This is an optimization exercise on Yosys and OpenROAD, whose aim is small area, not a production implementation.
For this run, only the layout was checked, not whether the RTL still works.
Power figures rest on the tool's default switching activity, not on a simulated workload.

==> design.v <==
module i2c_master(dout,sda,scl,sda_drv,scl_drv,done,ack_err,busy,clk,rst,din,newd,addr,op);
input clk,rst,op,newd;
input [7:0] din;
input [6:0] addr;
output [7:0] dout;
input sda;
input scl;
output sda_drv;
output scl_drv;
output reg done, ack_err, busy;
parameter sys_freq = 40000000; 
parameter i2c_freq = 100000; 
parameter clk_count4 = sys_freq / i2c_freq;
parameter clk_count1 = clk_count4/4;
reg sda_t, scl_t, scl_en;
reg r_scl;
reg [1:0] pulse;
integer count1;
always @(posedge clk) begin
	if(rst) begin
		pulse <= 0;
		count1 <= 0;
	end
	else if(busy == 0) begin
		pulse <= 0;
		count1 <= 0;
	end
	else if(count1 == clk_count1-1) begin
		pulse <= 1;
		count1 <= count1+1;
	end
	else if(count1 == clk_count1*2-1) begin
		pulse <= 2;
		count1 <= count1+1;
	end
	else if(count1 == clk_count1*3-1) begin
		pulse <= 3;
		count1 <= count1+1;
	end
	else if(count1 == clk_count1*4-1) begin
		pulse <= 0;
		count1 <= 0;
	end
	else begin
		count1 <= count1 + 1;
	end
end
typedef enum logic [3:0]
		  {IDLE = 4'd0, 
		  START = 4'd1, 
		  WRITE_ADD = 4'd2, 
		  ACK_1 = 4'd3, 
		  WRITE_DATA = 4'd4, 
		  ACK_2 = 4'd5, 
		  STOP = 4'd6, 
		  MASTER_NACK = 4'd7,
		  READ_DATA = 4'd8} state_type;
state_type state;
reg [7:0] tx_data, rx_data;
reg [7:0] add;
reg sda_en, r_ack;
reg [3:0] bit_count;
always@(posedge clk) begin
	if(rst) begin
		state <= IDLE;
		bit_count <= 0;
		sda_t <= 0;
		scl_t <= 0;
		scl_en <= 1;
		tx_data <= 0;
		add <= 0;
		ack_err <= 0;
		busy <= 0;
		done <= 0;
		sda_en <= 0;
		r_ack <= 0;
		rx_data <= 0;
		r_scl <= 0;
	end
	else
		case(state) 
			IDLE: begin
				done <= 0;
				if(newd) begin
					state <= START;
					tx_data <= din;
					add <= {addr,op};
					busy <= 1;
					ack_err <= 0;
				end
				else begin
					state <= IDLE;
					tx_data <= 0;
					add <= 0;
					busy <= 0;
					ack_err <= 0;
				end
			end
			START: begin
				sda_en <= 1'b1;
				case(pulse)
					0: begin sda_t <= 1'b1; scl_t <= 1; end
					1: begin sda_t <= 1'b1; scl_t <= 1; end
					2: begin sda_t <= 1'b0; scl_t <= 1; end
					3: begin sda_t <= 1'b0; scl_t <= 1; end
				endcase
				if(count1 == clk_count1*4-1) begin
					sda_en <= 1;
					state <= WRITE_ADD;
					scl_t <= 0;
				end
				else begin
					state <= START;
				end
			end 
			WRITE_ADD: begin
				if(bit_count<=7) begin
					case(pulse) 
					0: begin scl_t <= 0; sda_t <= 1'b0; end
					1: begin scl_t <= 0; sda_t <= add[7-bit_count]; end
					2: begin scl_t <= 1;  end
					3: begin scl_t <= 1;  end
					endcase
					if(count1 == clk_count1*4-1) begin
						bit_count <= bit_count + 1;
						scl_t <= 0;
						state <= WRITE_ADD;
					end
					else begin
						state <= WRITE_ADD;
					end
				end
				else begin
					bit_count <= 0;
					state <= ACK_1;
					scl_t <= 0;
					sda_en <= 0;
				end
			end
			ACK_1: begin
				sda_en <= 0;
				case(pulse) 
					0: begin 
						scl_en <= 0;  
						if(count1 == 20)
							r_scl <= scl;
						else 	
							r_scl <= r_scl;
					end
					1: begin 
						scl_en <= 1;
						sda_t<= 1'b0; r_ack <= sda;
						scl_t <= (r_scl == 1'b1) ? 1'b0: 1'b0;
					end
					2: begin 
						scl_en <= 1;
						scl_t <= (r_scl == 1'b1) ? 1'b1: 1'b0;
					end
					3: begin 
						scl_en <= 1;
						scl_t <= (r_scl == 1'b1) ? 1'b1: 1'b0;
					end
				endcase
				if(count1 == clk_count1*4-1) begin
					if(r_scl == 1'b0) 
						state <= ACK_1;
					else if(r_ack == 0 && add[0] == 0) begin
						state <= WRITE_DATA;
						sda_en <= 1;
						scl_t <= 0;
						bit_count <= 0;
					end
					else if(r_ack == 0 && add[0] == 1) begin
						state <= READ_DATA;
						sda_en <= 0;
						scl_t <= 0;
						bit_count <= 0;
					end
					else begin
						state <= STOP;
						sda_en <= 1;
						ack_err <= 1;
					end
				end
				else begin
					state <= ACK_1;
				end
			end
			WRITE_DATA: begin
				sda_en <= 1'b1;
				if(bit_count <= 7) begin
					case(pulse) 
						0: begin scl_t <= 0; sda_t <= 1'b0; end
						1: begin scl_t <= 0; sda_t <= tx_data[7-bit_count]; end
						2: begin scl_t <= 1;  end
						3: begin scl_t <= 1;  end
					endcase
					if(count1 == clk_count1*4-1) begin
						bit_count <= bit_count + 1;
						state <= WRITE_DATA;
						scl_t <= 0;
					end
					else 
						state <= WRITE_DATA;
				end
				else begin
					state <= ACK_2;
					bit_count <= 0;
					sda_en <= 0;
				end
			end
			READ_DATA: begin
				sda_en <= 0;
				if(bit_count <= 7) begin
					case(pulse) 
						0: begin scl_t <= 0; sda_t <= 1'b0; end
						1: begin scl_t <= 0; sda_t <= 1'b0;end
						2: begin scl_t <= 1; rx_data <= (count1 == 200)?{rx_data[6:0],sda}: rx_data; end
						3: begin scl_t <= 1;  end
					endcase
					if(count1 == clk_count1*4-1) begin
						bit_count <= bit_count + 1;
						state <= READ_DATA;
						scl_t <= 0;
					end
					else 
						state <= READ_DATA;
				end
				else begin
					state <= MASTER_NACK;
					bit_count <= 0;
					sda_en <= 1;
				end
			end
			ACK_2: begin
				sda_en <= 0;
				case(pulse) 
					0: begin scl_t <= 0; sda_t <= 1'b0; end
					1: begin scl_t <= 0; sda_t <= 1'b0;end
					2: begin scl_t <= 1; sda_t<= 1'b0; r_ack <= 0; end
					3: begin scl_t <= 1;  end
				endcase
				if(count1 == clk_count1*4-1) begin
					scl_t <= 1;
					sda_t <= 0;
					if(r_ack == 0) begin
						state <= STOP;
						sda_en <= 1;
					end
					else begin
						state <= STOP;
						sda_en <= 1;
						ack_err <= 1;
					end
				end
				else begin
					state <= ACK_2;
				end
			end
			MASTER_NACK: begin
				sda_en <= 1;
				case(pulse) 
					0: begin scl_t <= 0; sda_t <= 1'b1; end
					1: begin scl_t <= 0; sda_t <= 1'b1; end
					2: begin scl_t <= 1; sda_t <= 1'b1; end
					3: begin scl_t <= 1; sda_t <= 1'b1; end
				endcase
				if(count1== clk_count1*4-1) begin
					scl_t <= 1;
					sda_t <= 0;
					state <= STOP;
				end
				else 
					state <= MASTER_NACK;
			end
			STOP: begin
				case(pulse) 
					0: begin scl_t <= 1; sda_t <= 1'b0; end
					1: begin scl_t <= 1; sda_t <= 1'b0; end
					2: begin scl_t <= 1; sda_t <= 1'b1; end
					3: begin scl_t <= 1; sda_t <= 1'b1; end
				endcase
				if(count1== clk_count1*4-1) begin
					state <= IDLE;
					done <= 1;
					busy <= 0;
					sda_en <= 1;
					scl_t <= 0;
				end
				else 
					state <= STOP;
			end
		endcase
end
assign sda_drv = (sda_en)?(sda_t==1'b0)?1'b0:1'b1:1'b1;
assign scl_drv = (scl_en==1'b1) ? scl_t : 1'b1;
assign dout = rx_data;
endmodule
module i2c_Slave(scl,sda,sda_drv,scl_drv,ack_err,clk,rst,stretch,done);
input scl,clk,rst,stretch;
input sda;
output sda_drv, scl_drv;
output reg done,ack_err;
reg sda_en,sda_t,scl_t,scl_en;
parameter sys_freq = 40000000;
parameter i2c_freq = 100000;  
parameter clk_count4 = sys_freq/i2c_freq;
parameter clk_count1 = clk_count4/4;
integer count1,i;
reg [1:0] pulse;
reg [7:0] mem[128];
reg busy;
reg [7:0] din,dout;
reg r_mem,w_mem;
reg [6:0] addr;
reg [7:0] r_addr;
always@(posedge clk) begin
	if(rst) begin
		for(i = 0;i<128;i=i+1) 
			mem[i] <= i;
		dout <= 8'b0;
	end
	else if(r_mem == 1'b1)
		dout <= mem[addr];
	else if(w_mem == 1'b1)
		mem[addr] <= din;
end
always@(posedge clk) begin
	if(rst) begin
		pulse <= 0;
		count1 <= 0;
	end
	else if(busy == 1'b0) begin
		pulse <= 2;
		count1 <= 202;
	end
	else if(count1 == clk_count1-1)begin
		pulse <= 1;
		count1 <= count1 + 1;
    end
	else if(count1 == clk_count1*2-1)begin
		pulse <= 2;
		count1 <= count1 + 1;
    end
	else if(count1 == clk_count1*3-1)begin
		pulse <= 3;
		count1 <= count1 + 1;
    end
	else if(count1 == clk_count1*4-1) begin
		pulse <= 0;
		count1 <= 0;
	end
	else begin
		count1 <= count1 + 1;
	end
end
typedef enum logic [3:0] {idle = 0, read_addr = 1, send_ack1 = 2, send_data = 3, master_ack = 4, read_data = 5, send_ack2 = 6, wait_p = 7, detect_stop = 8,wait_stretch = 9} state_type;
state_type state;
reg [3:0] bitcnt;
reg r_ack;
always@(posedge clk) begin
	if(rst) begin
		state <= idle;
		bitcnt <= 0;
		busy <= 0;
		din <= 8'd0;
		done <= 0;
		ack_err <= 0;
		sda_en <= 0;
		sda_t <= 0;
		r_mem <= 0;
		r_addr <= 0;
		addr <= 0;
		scl_t <= 0;
		scl_en <= 0;
		w_mem <= 0;
		r_ack <= 0;
	end
	else begin
		case(state) 
			idle: begin
				done <= 0;
				sda_en <= 1'b0;
				scl_en <= 0;
				if(sda == 1'b0 && scl == 1'b1) begin
					state <= wait_p;
					busy <= 1;
				end
				else 
					state <= idle;
			end
			wait_p: begin
				if(pulse == 2'b11 && count1 == 399) begin
					state <= read_addr;
				end
				else 
					state <= wait_p;
			end
			read_addr: begin
				sda_en <= 0;
				if(bitcnt <= 7) begin
					case(pulse)
						0: begin end
						1: begin end
						2: begin r_addr <= (count1==200)?{r_addr[6:0],sda}:r_addr; end
						3: begin end
					endcase
					if(count1 == clk_count1*4-1) begin
						bitcnt <= bitcnt + 1;
						state <= read_addr;
					end
					else 
						state <= read_addr;
			     end
					else begin
						if(stretch == 1'b1) begin
							state <= wait_stretch;
							bitcnt <= 0;
							scl_en <= 1;
							addr <= r_addr[7:1];
						end
						else begin
							state <= send_ack1;
							bitcnt <= 0;
							sda_en <= 1;
							scl_en <= 0;
							addr <= r_addr[7:1];
						end
					end
			end
			wait_stretch: begin
				case(pulse) 
					0: begin 
						scl_en <= 1;
						scl_t <= 0;
					end
					1: begin 
					   scl_en <= 1;
					   scl_t <= 0;
					 end
					2: begin scl_en <= 0;end
					3: begin end
				endcase
				if(count1 == clk_count1*4-1) begin
						if(stretch == 1'b1)
							state <= wait_stretch;
						else begin
							state <= send_ack1;
							scl_en <= 1'b0;
							sda_en <= 1'b1;
						end
					end
					else 
					   state <= wait_stretch;
			end
			send_ack1: begin
				sda_en <= 1;
				case(pulse)
					0: begin sda_t <= 0; scl_en <= 1; scl_t <= 1; end
					1: begin scl_en <= 0; end
					2: begin end
					3: begin end
				endcase
				if(count1 == clk_count1*4-1) begin
					if(r_addr[0] == 1'b0) begin
						state <= read_data;
						r_mem <= 1'b0;
					end
					else begin
						state <= send_data;
						r_mem <= 1'b1;
					end
				end
				else 
					state <= send_ack1;
			end
			send_data: begin
				sda_en <= 1;
				if(bitcnt <= 7) begin
					r_mem <= 0;
					case(pulse)
					0: begin end
					1: begin sda_t <= (count1==100)?dout[7-bitcnt] : sda_t; end
					2: begin end
					3: begin end
					endcase
					if(count1 == clk_count1*4-1) begin
						bitcnt<= bitcnt + 1;
						state <= send_data;
					end
					else begin
						state <= send_data;
					end
				end
				else begin
					state <= master_ack;
					bitcnt <= 0;
					sda_en <= 0;
				end
			end
			read_data: begin
				sda_en <= 0;
				if(bitcnt<= 7) begin
					case(pulse)
					0: begin end
					1: begin end
					2: begin din <=(count1==200)?{din[6:0],sda}:din; end
					3: begin end
					endcase
					if(count1 == clk_count1*4-1) begin
						state<= read_data;
						bitcnt <= bitcnt + 1;
					end
					else	
						state <= read_data;
				end
				else begin
					state <= send_ack2;
					bitcnt <= 0;
					sda_en <= 1;
					w_mem <= 1;
				end
			end
			send_ack2: begin
			sda_en <= 1;
				case(pulse)
					0: begin sda_t <= 0; end
					1: begin w_mem <= 0; end
					2: begin end
					3: begin end
				endcase
				if(count1 == clk_count1*4-1) begin
					state <= detect_stop;
					sda_en <= 0;
				end
				else 
					state <= send_ack2;
			end
			master_ack: begin
				case(pulse)
					0: begin end
					1: begin end
					2: begin r_ack <=(count1==200)?sda:r_ack; end
					3: begin end
				endcase
				if(count1 == clk_count1*4-1) begin
					if(r_ack == 1'b1) begin
						state <= detect_stop;
						sda_en <= 0;
						ack_err <= 1;
					end
					else begin
						state <= detect_stop;
						sda_en <= 0;
						ack_err <= 0;
					end
				end
				else 
					state <= master_ack;
			end
			detect_stop: begin
				sda_en <= 0;
				if(count1 == 399 && pulse == 2'b11) begin
					state <= idle;
					done <= 1;
					busy <= 0;
				end
				else 
					state <= detect_stop;
			end
			default: state <= idle;
		endcase
	end
end
assign sda_drv = (sda_en==1'b1)?sda_t:1'b1;
assign scl_drv = (scl_en == 1'b1) ? scl_t: 1'b1;
endmodule
`timescale 1ns / 1ps
module i2c_top(
input clk, rst, newd, op, stretch,
input [6:0] addr,
input [7:0] din,
output [7:0] dout,
output busy,ack_err,
output done,
output sda, scl
);
wire ack_errm, ack_errs;
wire sda_m, scl_m, sda_s, scl_s;
i2c_master master (dout,sda,scl,sda_m,scl_m,done,ack_errm,busy,clk,rst,din,newd,addr,op);
i2c_Slave slave (.clk(clk),.rst(rst),.stretch(stretch),.sda(sda),.scl(scl),.sda_drv(sda_s),.scl_drv(scl_s),.ack_err(ack_errs),.done() );
assign sda = sda_m & sda_s;
assign scl = scl_m & scl_s;
assign ack_err = ack_errs | ack_errm;
endmodule
==> run.sh <==
#!/bin/bash
# synth_recipe.tcl (not shown) runs the flow's synth.tcl, then flattens the netlist and writes it again
# the make line also repeats each setting of config.mk as NAME=value (left out here)
make -C /OpenROAD-flow-scripts/flow DESIGN_CONFIG=/design/flow/config.mk WORK_HOME=/design/flow/orfs CLKGATE_MAP_FILE= SYNTH_SCRIPT=/design/flow/synth_recipe.tcl finish
==> config.mk <==
export PLATFORM = sky130hd
export DESIGN_NAME = i2c_top
export DESIGN_NICKNAME = i2c_top
export VERILOG_FILES = /design/flow/design.v
export SDC_FILE = /design/flow/constraint.sdc
export NUM_CORES = 4
export LEC_CHECK = 0
export CAP_MARGIN = 20
export CORE_MARGIN = 2
export CORE_UTILIZATION = 40
export SLEW_MARGIN = 20
==> constraint.sdc <==
create_clock -name core_clock -period 10.0 [get_ports {clk}]
set_input_delay 2.0000 -clock core_clock [delete_from_list [all_inputs] [get_ports {clk}]]
set_output_delay 2.0000 -clock core_clock [all_outputs]
set_load 0.01 [all_outputs]
==> notes.md <==
flip-flops by register name, indices dropped and copies added, names as in the netlist, 2 cells and up:
signal,flops
master.rx_data,8
slave.bitcnt,4
slave.r_addr,8
master.bit_count,4
slave.pulse,2
master.count1,32
master.pulse,2
slave.dout,8
master.add,8
slave.addr,7
slave.state,4
slave.din,8
master.tx_data,8
slave.count1,32
master.state,4
slave.mem,1024
critical path, delay by kind of cell (launching register included):
family / cells / cell delay [ps]
flip-flops: 1 / 630
AO/OA/AOI/OAI: 3 / 630
AND/OR/NAND/NOR: 4 / 1740
buffers and inverters: 3 / 1480
cells by family (layout without fill, tap and decap cells):
logic type      count (synthesis)  in the layout  share of synthesized area [%]
simple gates                 1940           1940                           19.2
flops                        1181           1181                           60.8
compound gates                669            669                           8.31
buf+inv                       500            377                           3.53
mux                           308            308                           7.21
xor+xnor                       49             49                          0.770
fa+ha+maj                       6              6                          0.135
other cells                     0              4                              0
worst max-delay path by stage:
stage,to,startpoint,slack (ps)
4_1_cts,slave.dout[2],slave.addr[1],5470
3_3_place_gp,slave.mem[7][6],rst,5060
3_5_place_dp,slave.mem[7][1],rst,4990
5_1_grt,slave.dout[2],slave.addr[1],5160
2_1_floorplan,slave.mem[127][0],rst,5800
6_report,slave.dout[2],slave.addr[1],5270
layer usage:
metal / global-route usage [%] / wire (um)
met3: 5.15 / 19000
met2: 38.5 / 81600
met4: 9.29 / 6260
met5: 0 / 53
met1: 34.6 / 73100
cells in the final DEF, fill, tap and decap left out, types with 133 or more instances in the layout:
master	count
and2_1	439
nor2_1	340
clkbuf_16	133
or3_1	455
mux2i_1	156
edfxtp_1	1024
nor3_1	168
or2_2	137
dfxtp_1	146
nand2_1	152
a21oi_1	138
power breakdown:
group / internal [mW] / switching, mW
combinational: 0.0877 / 0.175
clock: 2.56 / 2.02
sequential: 5.42 / 0.0538
total: 8.07 / 2.25
cell type report:
| class | instances | area, um2 |
|---|---|---|
| fillers | 12500 | 76600 |
| flip-flops and latches | 1181 | 33900 |
| multi-input cells | 2972 | 20000 |
| clock buffers | 171 | 3510 |
| well taps | 1794 | 2240 |
| repair buffers | 119 | 1030 |
| clock inverters | 61 | 447 |
| inverters | 26 | 101 |
| diodes | 4 | 10.0 |
through the flow:
| stage | cells | hold slack (ps) | setup slack (ps) |
|---|---|---|---|
| after floorplan | 4653 | 415 | 5800 |
| after global placement | 6091 | 437 | 5060 |
| after detailed placement | 6091 | 442 | 4990 |
| after CTS | 6323 | 450 | 5470 |
| after global routing | 6324 | 483 | 5160 |
| final | 6328 | 448 | 5270 |
==> out/qor.yml <==
synth.largest_area_cell: "edfxtp_1"
clockRootBuffer: "clkbuf_16"
cp_common_cell: "buf_4"
synth_top_area_share_pct: 55.2
gp_congestion: 0.901
grt_use_total_pct: 25.0
num_rows: 136
place_hpwl_mm: 106
worst_slew_pin_slew_ps: 1220
r2r_slack_ps: 5270
netlist_area_um2: 55700
fmax_mhz: 211
relSlewSlack_pct: 18.5
reg2regPathDepth: 10
path_max_fanout: 43
numPortBuffers: 32
drv_slew: 0
yosys_warnings: 2
ys_seq_elements: 1181
clk_latency_ps: 780
fin_crit_sh_pct: 47.3
max-cap-violations: 0
holdCritStartpoint: "master.ack_err"
synthTopCellsByCount: "edfxtp_1, or3_1, and2_1, clkbuf_1, nor2_1"
numCtsBuffers: 131
fin_tns_setup_ps: 0
finalHoldViolCount: 0
postCtsHoldBufs: 0
period_minus_slack_ps: 4730
crit_type: "flip-flop to flip-flop"
worstHoldPathCells: 2
synthArstFlopShare_pct: 0
reg2reg_to: "slave.dout[2]"
final_cell_area_um2: 61300
die_h_um: 377
critPathSlowestCell: "nor4_1"
setup_viol: 0
clockBufferDepth: 3
vias: 39200
grt_max_degree: 132
ys_top_cells_by_area: "edfxtp_1, dfxtp_1, or3_1, and2_1, mux2i_1"
ys.flop_type: "edfxtp_1"
die_w_um: 377
synth.distinct_cells: 79
p_leak_nw: 18.4
fin_skew_ps: 34.6
syn2layout_area_growth_pct: 10.0
start_util_pct: 40.4
crit_chain: "buf_4, buf_4, or2_2, nor2_1, buf_4, a22o_1, nor3_1, o21ai_0, nor4_1, a311oi_1"
critical_path_required_ps: 10610
r2r_start: "slave.addr[1]"
grt_pass1_vias: 37100
synth_edf_count: 1024
ys_seq_area_share_pct: 60.8
cp_slowest_stage_delay_ps: 650
min_path_type: "flip-flop to flip-flop"
cp.arrival_ps: 5350
final_nets: 4457
core_area_um2: 138000
drcViolationCount: 0
dr.pass1.iters: 8
syn-num-nets: 4679
syn-instance-count: 4653
drive_gt1_share_pct: 13.2
power_density_nw_per_um2: 168
p_total_mw: 10.3
wirelength_mm: 180
status: "finished clean"
cts_sinks: 1181
grt_pass1_wl_mm: 260
postCtsSetupBuffers: 0
via_per_inst: 6.19
ir_drop_uv: 190
ios: 33
ant_nets: 0
cp-start-kind: "flip-flop"
cts_max_level: 4
ctsResizeCount: 0
avgSynthCellArea_um2: 12.0
placed_area_um2: 57300
utilization_pct: 44.5
yosysMostFrequentCell: "edfxtp_1"
wire_per_inst_um: 28.5
antenna_found_initial: 7
rsz0062_at_grt: "no"
drt_iter0_markers: 5518
cp-end-kind: "flip-flop"
hold_end: "master.ack_err"
cts_tree: "built"
clk_pin_slew_worst_paths_ps: 60
dieArea_um2: 142000
grt_overflow: 0

static timing again, ports no longer ideal:
The results above use ideal ports. As a check the final layout listed here was re-extracted and re-timed, cells and wires unchanged. Step 1 (the two cells are an assumption about what drives the block):
set clk [get_ports {clk}]
set_driving_cell -lib_cell sky130_fd_sc_hd__clkbuf_16 $clk
set_driving_cell -lib_cell sky130_fd_sc_hd__buf_2 [delete_from_list [all_inputs] $clk]
Step 2 times the ports against the registers' clock, not the clock port: input delays grow and output delays shrink by t, the midpoint of the rising clock arrivals with the driver on. a / b / c = ideal / step 1 / step 2; a / b = the first two.
t (ns): 0.852
slack for setup (ns): 5.265 / 5.265 / 4.914
slew at the worst register clock pin (ns): 0.07 / 0.07
After both steps setup and hold are still met in this run. The setup slack of this run moves by 0.000 ns with the drivers and by -0.351 ns with both steps.
